What follows belongs to an exercise in optimizing a design on an open flow for small area; a production flow would make more cautious choices.
In this exercise RTL edits were held to simulation tests only and were not proved equivalent to the original.

## flow/design.v (module list and top-level ports; edited modules follow where they fit)
// module FIR_FILTER: 1240 lines
// module fir_fa: 6 lines
// module fir_ha: 6 lines
module FIR_FILTER (clk, rst, data_valid, data, fir_valid, fir_d);
  // ...
==> flow/flow/run.sh <==
#!/bin/bash
set -euo pipefail
export CTS_ARGS="-sink_clustering_enable -repair_clock_nets -buf_list sky130_fd_sc_hd__clkbuf_4 -dont_use_dummy_load"
bash standard.sh > standard.log 2>&1
==> flow/standard.sh <==
#!/bin/bash
# synth_recipe.tcl (not shown) runs the flow's synth.tcl, then flattens the netlist and writes it again
# the make line also repeats each setting of config.mk as NAME=value (left out here)
make -C /OpenROAD-flow-scripts/flow DESIGN_CONFIG=/design/flow/config.mk WORK_HOME=/design/flow/orfs CLKGATE_MAP_FILE= SYNTH_SCRIPT=/design/flow/synth_recipe.tcl "${@:-finish}"
==> flow/config.mk <==
export PLATFORM = sky130hd
export DESIGN_NAME = FIR_FILTER
export DESIGN_NICKNAME = FIR_FILTER
export VERILOG_FILES = /design/flow/design.v
export SDC_FILE = /design/flow/constraint.sdc
export NUM_CORES = 4
export LEC_CHECK = 0
export CAP_MARGIN = 20
export CORE_MARGIN = 2
export CORE_UTILIZATION = 65
export CTS_BUF_LIST = sky130_fd_sc_hd__clkbuf_4
export GPL_TIMING_DRIVEN = 0
export SLEW_MARGIN = 20
export SYNTH_HIERARCHICAL = 1
==> flow/constraint.sdc <==
create_clock -name core_clock -period 15.0 [get_ports {clk}]
set_input_delay 3.0000 -clock core_clock [delete_from_list [all_inputs] [get_ports {clk}]]
set_output_delay 3.0000 -clock core_clock [all_outputs]
set_load 0.01 [all_outputs]
==> impl_metrics.ini, run 1 <==
[placement]
gp_congestion = 0.998
dp_cells = 2624

[logic_synthesis]
synthCells = 1909
yosysWarnings = 7
syn_avg_cell_area_um2 = 17.8
synth_top_family_by_area = adder cells

[cts]
cts.sinks = 534
cts_resized = 4
post_cts_buffers = 0
clock_path_buffers = 3

[final_layout]
layout_common_cells = fa_1 (1033), dfxtp_1 (528), inv_1 (148)
multiInputGateArea_mm2 = 0.0228
diodes = 3
nClkBuffers = 134

[drt]
drt_iter0_drc = 1397
num_vias = 16300
wl_met1_um = 36400
route.met2.wl_um = 39900

[timing]
setup_tns_ps = 0
slew_headroom_pct = 55.2
fmax_mhz = 68.1
setup_viol = 0
setup_slack_ps = 317

[worst_setup_path]
criticalPathCategory = flip-flop to flip-flop
reg2reg_slack_ps = 320
critical_path_arrival_ps = 15530
startpoint = x26[0]$_DFF_P_
critPathTopFamily = adder cells

[global_routing]
antenna_found_initial = 3
grt.met1_usage_pct = 51.5

[die]
die_h_um = 233

[outcome]
status = finished clean

[worst_hold_path]
hold_path_depth = 0
==> inputs of run 2 (changes only) <==
==> flow/run.sh (new file) <==
#!/bin/bash
# synth_recipe.tcl (not shown) runs the flow's synth.tcl, then flattens the netlist and writes it again
# the make line also repeats each setting of config.mk as NAME=value (left out here)
make -C /OpenROAD-flow-scripts/flow DESIGN_CONFIG=/design/flow/config.mk WORK_HOME=/design/flow/orfs CLKGATE_MAP_FILE= SYNTH_SCRIPT=/design/flow/synth_recipe.tcl finish
removed: flow/flow/run.sh
removed: flow/standard.sh
==> run 2 against run 1 <==
Global-route usage rose by 1.0 points. Sequential share of layout area fell by 0.49 points. Synthesized area unchanged. Core utilization grew 1.2 points. Critical path depth is 5 lower. Via count rose by 2.0%. Non-clock buffer count fell by 1. Die area unchanged. Clock skew is 34 ps lower. Critical endpoint unchanged. Largest cell class unchanged. Highest routed layer is now met4.
==> impl_metrics.ini, run 2 <==
[logic_synthesis]
syn_avg_cell_area_um2 = 17.8
yosys_register_bits = 534
netlist.area_leader.share_pct = 62.1
yosysTopAreaCell = fa_1
synthCells = 1909
ys.flop_type = dfxtp_1
netlist_top_cells_count = fa_1 (1055), dfxtp_1 (528), inv_1 (148)
synth_area_leaders = fa_1 (62%), dfxtp_1 (31%), ha_1 (2.8%), inv_1 (1.6%), dfrtp_1 (0.44%)
netlist_area_mm2 = 0.0340
syn-num-nets = 3060
yosysWarnings = 7
synth_edf_count = 0
yosysMostFrequentCell = fa_1
async_flop_share_pct = 1.12
yosysSeqAreaShare_pct = 31.5
synth.distinct_cells = 31

[cts]
htree_levels = 4
tritoncts = built
hold_buffers = 0
clk_pin_slew_ps = 90
cts.sinks = 534
root_buffer = clkbuf_4
clkLatencyLatePin_ps = 970
numCtsBuffers = 134
clock_path_buffers = 3

[final_layout]
final_cells = 2850
finalNetCount = 3235
layout_common_cells = fa_1 (1033), dfxtp_1 (528), clkbuf_4 (176)
final_common_cell = fa_1
areaGrowthSynthToFinish_pct = 8.59
drive_gt1_share_pct = 10.7
fillCellCount = 3140
fin_util_pct = 71.7
fin_area_mm2 = 0.0369

[global_routing]
grt_pass1_vias = 20400
grt_usage_pct = 38.4
grt_max_degree = 17
antenna_found_initial = 2
gr-total-overflow = 0
grt_pass1_wl_um = 138000

[worst_setup_path]
reg2reg_slack_ps = 300
critPathMostFrequentCell = fa_1
worstPathRequired_ps = 15870
cp_slowest_stage_delay_ps = 650
critical_path_arrival_ps = 15570
end_kind = flip-flop
crit_fanout = 5
crit_path_start_kind = flip-flop
slowest_stage = fa_1
criticalPathCategory = flip-flop to flip-flop

[timing]
fmax_mhz = 68.0
setup_viol = 0
report.final.slew_viol_count = 0
tightest_slew_ps = 666
hold_slack_ps = 314
period_needed_ps = 14700
hold_viol = 0
post-route-period-util_pct = 98.0
slew_headroom_pct = 55.6
final.setup_skew_ps = 84.1

[die]
start_util_pct = 66.0
core_area_mm2 = 0.0515
die_width_um = 233
die_area_mm2 = 0.0542
row_count = 83
die_h_um = 233
io-pin-count = 36

[worst_hold_path]
hold_path.class = flip-flop to flip-flop

[drt]
firstDrtPassIters = 6
routed_via_density = 5.83
drcViolationCount = 0
wl_per_cell_um = 33.2
num_vias = 16600
drt_iter0_drc = 1415
wirelength_um = 94500
ant_nets = 0

[placement]
postPlaceCellArea_mm2 = 0.0352
port_buffers = 35
place_hpwl_um = 82700
gp_congestion = 0.998
dp_cells = 2624

[outcome]
status = finished clean

[job]
drv_cap = 0
==> run 2: layout make-up <==
type	count	area (µm²)	area share, %
multi-input cells	1226	22800	61.7
flip-flops and latches	534	10700	29.0
clock buffers	176	1320	3.58
well taps	680	851	2.30
inverters	148	556	1.50
repair buffers	39	380	1.03
clock inverters	44	307	0.830
plain buffers	1	5.00	0.0135
diodes	2	5.00	0.0135
==> run 2: through the flow <==
step | setup WS [ps] | TNS (ps)
final | 303 | 0
after global routing | -6.56 | -6.56
after CTS | 22.2 | 0
after detailed placement | -35.0 | -35.0
after global placement | 72.7 | 0
after floorplan | 1510 | 0
==> run 2: worst paths after layout <==
path / start / to / cells after the start
worst min register to register: x31[0]$_DFF_P_ / x30[0]$_DFF_P_ / 0
min in group asynchronous: rst / cnt[0]$_DFFE_PP0P_ / 2
worst min-delay path: x31[0]$_DFF_P_ / x30[0]$_DFF_P_ / 0
worst max-delay path: x17[0]$_DFF_P_ / r[15]$_DFF_P_ / 34
worst max register to register: x17[0]$_DFF_P_ / r[15]$_DFF_P_ / 34
max in group asynchronous: rst / cnt[2]$_DFFE_PP0P_ / 2
==> run 2: cells by family after synthesis <==
logic type,Yosys count,share of synthesized area [%]
DFF,534,31.5
adders and majority gates,1134,65.0
buffers and inverters,149,1.65
muxes,6,0.232
and+or+nand+nor,52,0.853
AOI/OAI and AO/OA,15,0.294
xor gates and xnor gates,19,0.489
==> run 2: worst max-delay path, delay by kind of cell, from the launching register on <==
family          cells  cell delay (ps)
flops               1              310
mux                 2              550
buf+inv             2              230
compound gates      1               60
fa+ha+maj          29            13470
==> run 2: routing by layer <==
metal / routed length [µm] / vias up / global-route usage (%)
met5: 0 / - / 0
met2: 41300 / 991 / 54.2
met3: 12900 / 166 / 19.8
li1: - / 6217 / -
met4: 2810 / 0 / 11.8
met1: 37500 / 9230 / 52.6
==> run 2: repair_timing <==
action	4_1_cts	5_1_grt
resized for setup	3	20
buffers inserted	0	4
endpoints found under the setup margin	1	3
pin swaps	0	2
==> run 2: modules after synthesis (local to each module, per instance) <==
| module | flip-flops and latches | area, µm² | cells inside | copies in the design |
|---|---|---|---|---|
| FIR_FILTER | 534 | 12100 | 787 | 1 |
| fir_fa | 0 | 20.0 | 1 | 1055 |
| fir_ha | 0 | 12.5 | 1 | 67 |

port drivers added, routing unchanged:
Ports are ideal in the flow. The routed layouts listed here were re-timed in OpenROAD.
Step 1 sets driving cells, clkbuf_16 on the clock port and buf_2 on the other inputs (assumed; they add their load-dependent delay and slew).
Step 2 adds t to the input delays and takes it off the output delays; t is the mean of the earliest and latest rising clock arrival at the registers after step 1. Input paths then give back, and output paths get back, about the clock's delay inside the block.
a / b / c = ideal / step 1 / step 2; a / b = the first two.
run | t, ns | setup slack, ns | hold WS [ns] | worst setup path at the end
run 1 | 0.964 | 0.317 / 0.317 / 0.317 | 0.287 / 0.287 / 0.287 | register to register
run 2 | 0.989 | 0.303 / 0.303 / 0.303 | 0.314 / 0.314 / 0.314 | register to register
After both steps setup and hold are still met in every run listed.
